What follows belongs to an exercise in optimizing a design on an open flow for a short achievable clock period and few clock cycles; a production flow would make more cautious choices.
Only simulation tests tie the RTL to the original design; equivalence was not proved.
No activity file was given, so power comes from the tool's default toggle rates.

// SimTop
module SimTop(
    input         clock,
    input         reset,
    output [63:0] imem_addr,
    input  [63:0] imem_rdata,
    output [63:0] dmem_addr,
    input  [63:0] dmem_rdata,
    output        dmem_wen,
    output [63:0] dmem_wdata,
    output [63:0] dmem_wmask,
    output        commit_valid,
    output [63:0] commit_pc,
    output [31:0] commit_inst,
    output        commit_wen,
    output [4:0]  commit_wdest,
    output [63:0] commit_wdata
);
==> flow/config.mk <==
export PLATFORM = sky130hd
export DESIGN_NAME = SimTop
export DESIGN_NICKNAME = SimTop
export VERILOG_FILES = /design/flow/design.v
export SDC_FILE = /design/flow/constraint.sdc
export NUM_CORES = 8
export LEC_CHECK = 0
export CAP_MARGIN = 30
export CORE_MARGIN = 2
export CORE_UTILIZATION = 55
export SLEW_MARGIN = 30
export TNS_END_PERCENT = 100
==> flow/constraint.sdc <==
create_clock -name core_clock -period 15.5 [get_ports {clock}]
set_input_delay 3.1000 -clock core_clock [delete_from_list [all_inputs] [get_ports {clock}]]
set_output_delay 3.1000 -clock core_clock [all_outputs]
set_load 0.01 [all_outputs]
standard.sh (not shown) runs the stock make flow with config.mk's settings and CLKGATE_MAP_FILE= SYNTH_SCRIPT=/design/flow/synth_recipe.tcl, a recipe that flattens the netlist after the stock synthesis.
==> flow/flow/run.sh <==
#!/bin/bash
# Own layout flow: the standard ORFS flow (standard.sh, unchanged
# synthesis and floorplan), with
#  - port buffers of a plain buffer cell (buf_4) rather than the delay cell
#    buffer_ports picks by default; every port is still buffered;
#  - after global routing, one more slew / capacitance repair
#    (flow/grt_post.tcl), since the aggressive timing repair can leave a net
#    near its limits.
# Each ORFS step writes its own log under orfs/logs/; make's output goes to
# flow_make.log.
set -euo pipefail
MARGIN=$(cat flow/margin.txt)
export BUFFER_PORTS_ARGS="-inputs -outputs -buffer_cell sky130_fd_sc_hd__buf_4"
export POST_GLOBAL_ROUTE_TCL=$PWD/flow/grt_post.tcl
sed "s|CLKGATE_MAP_FILE= |CLKGATE_MAP_FILE= SETUP_SLACK_MARGIN=${MARGIN} |" standard.sh > standard_margin.sh
bash standard_margin.sh finish > flow_make.log 2>&1
==> flow/flow/grt_post.tcl <==
# Run after ORFS's global routing (POST_GLOBAL_ROUTE_TCL): repair slew and
# capacitance once more on global-route parasitics, then legalise and
# re-route the changed nets and rewrite the route guides.
puts "Final slew / capacitance repair..."
estimate_parasitics -global_routing
repair_design -slew_margin 30 -cap_margin 30 -match_cell_footprint -verbose
global_route -start_incremental
detailed_placement
global_route -end_incremental
check_placement -verbose
estimate_parasitics -global_routing
report_check_types -max_slew -max_capacitance
write_guides $::env(RESULTS_DIR)/route.guide
==> flow/flow/margin.txt <==
11
The baseline went through all stages and came out clean.
Testbench counts at the start, summed over its fixed seeds: cycles 44,725.
Next try:
--- a/flow/design.v
+++ b/flow/design.v
@@ -433,58 +433,51 @@
   f_word, f_uses_rs1, f_uses_rs2);
 wire f_m1x = d_valid & e_rfw & (e_rd == f_rs1);
 wire f_m1m = x_valid & x_rfw & (x_rd == f_rs1);
 wire f_m1w = m_valid & m_rfw & (m_rd == f_rs1);
 wire f_m2x = d_valid & e_rfw & (e_rd == f_rs2);
 wire f_m2m = x_valid & x_rfw & (x_rd == f_rs2);
 wire f_m2w = m_valid & m_rfw & (m_rd == f_rs2);
 wire [63:0] e_earlyv;
 wire        fq_jalr = (fq_inst[6:0] == 7'b1100111);
 wire        fq_rs10 = (fq_inst[19:15] == 5'd0);
 wire        f_jpred = fq_jalr & ~f_fresh &
                       (fq_rs10 | (d_valid & e_rfw & e_early & (e_rd == fq_inst[19:15])));
-wire [15:0] e_early_lo;
-wire [15:0] f_jsum  = (fq_rs10 ? 16'd0 : e_early_lo) + {{4{fq_inst[31]}}, fq_inst[31:20]};
+wire [15:0] f_jsum  = (fq_rs10 ? 16'd0 : e_earlyv[15:0]) + {{4{fq_inst[31]}}, fq_inst[31:20]};
 wire [15:0] f_jtgt  = {f_jsum[15:1], 1'b0};
 wire [15:0] fq_alt = fq_pred ? fq_pc + 16'd4 :
                      fq_pc + {{4{fq_inst[31]}}, fq_inst[7], fq_inst[30:25], fq_inst[11:8], 1'b0};
 assign imem_addr = {d_pc[63:16], fa};
 wire [63:0] rf_r1, rf_r2;
-reg rf_rst;
-always @(posedge clock) rf_rst <= reset;
 regfile Regfile(
   .clk     (clock),
-  .rst     (rf_rst),
+  .rst     (reset),
   .w_addr  (w_rd),
   .w_data  (w_data),
   .w_ena   (w_valid & w_rfw),
   .r_addr1 (d_rs1),
   .r_data1 (rf_r1),
   .r_addr2 (d_rs2),
   .r_data2 (rf_r2)
 );
 wire [63:0] d_r1 = e_m1w ? w_data : rf_r1;
 wire [63:0] d_r2 = e_m2w ? w_data : rf_r2;
 wire stall = d_valid & d_stall & ~d_use_alt;
 wire [63:0] d_jsum  = (d_m1x ? x_early : 64'd0) + d_dec[185-33 -: 64];    
 wire [63:0] d_pcadd = d_use_alt ? ap_pcadd : d_pc + d_dec[185-97 -: 64];
 wire [63:0] d_pc4   = d_use_alt ? ap_pc4 : d_pc + 64'd4;
 wire [63:0] d_npc   = e_is_jalr ? {d_jsum[63:1], 1'b0} : e_pred ? d_pcadd : d_pc4;
 wire d_jok = e_is_jalr & ~e_pred & ((e_ir[19:15] == 5'd0) | (e_m1x & x_early_sel));
 wire d_redirect = d_valid & d_jok;
 assign      e_earlyv = e_is_lui ? e_pcimm : e_is_auipc ? d_pcadd : d_pc4;
-wire [15:0] d_pc4_lo = d_pc[15:0] + 16'd4;
-assign      e_early_lo = e_is_lui ? e_pcimm[15:0] :
-                         e_is_auipc ? (d_use_alt ? ap_pcadd[15:0] : {d_pc[15:12] + e_pcimm[15:12], d_pc[11:0]}) :
-                         (d_use_alt ? ap_pc4[15:0] : d_pc4_lo);
 wire [63:0] x_av = x_fa_m ? m_res : x_a;
 wire [63:0] x_bv = x_fb_m ? m_res : x_b;
 wire [63:0] x_sv = x_fs_m ? m_res : x_sd;
 wire [63:0] x_sum, x_result;
 exe_stage Exe_stage(
   .a         (x_av),
   .b         (x_bv),
   .b_reg     (x_b[5:0]),
   .b_fwd     (m_res[5:0]),
   .b_sel     (x_fb_m),
   .sub       (x_sub),
   .sel_add   (x_sel_add),
Wire length drops by 5.9%.
Non-clock buffer count drops by 29.
Worst hold slack is about the same.
Total power drops by 1.7%.
Worst setup slack is better by 0.044 ns.
Die area drops by 0.40%.
Final area is about the same.
Flip-flop and latch count drops by 1.
Clock skew climbs by 0.0035 ns.
Fmax climbs by 0.90%.
Sequential share of layout area is about the same.
Utilization climbs by 0.19 points.
Synthesized cell count drops by 0.78%.
Testbench counts after the change, summed over its fixed seeds: cycles 44,725.

static timing again, ports no longer ideal:
The flow's constraints put no driver on any port. The routed layouts listed below were extracted and timed again, unchanged, in two steps.
Step 1, drivers: a clkbuf_16 drives clock and a buf_2 each remaining input, both assumed.
Step 2, shift: input delay + t, output delay - t, t = (earliest + latest rising clock arrival at the registers) / 2. This alone moves slack from input paths to output paths.
Slacks: ideal / step 1 / step 2; pairs: ideal / step 1.
run | shift t [ns] | setup WS [ns] | hold WS [ns] | worst setup path after step 2 | worst register clock-pin slew, ns
the first run | 1.161 | 10.553 / 10.412 / 9.828 | 0.310 / 0.310 / 0.310 | input to register | 0.07 / 0.07
the second run | 1.155 | 10.597 / 10.526 / 9.668 | 0.313 / 0.313 / 0.313 | input to register | 0.07 / 0.07
After both steps every run listed still meets setup and hold. For the second run, which loses most, drivers alone change the setup slack by -0.071 ns; drivers and shift together by -0.929 ns.
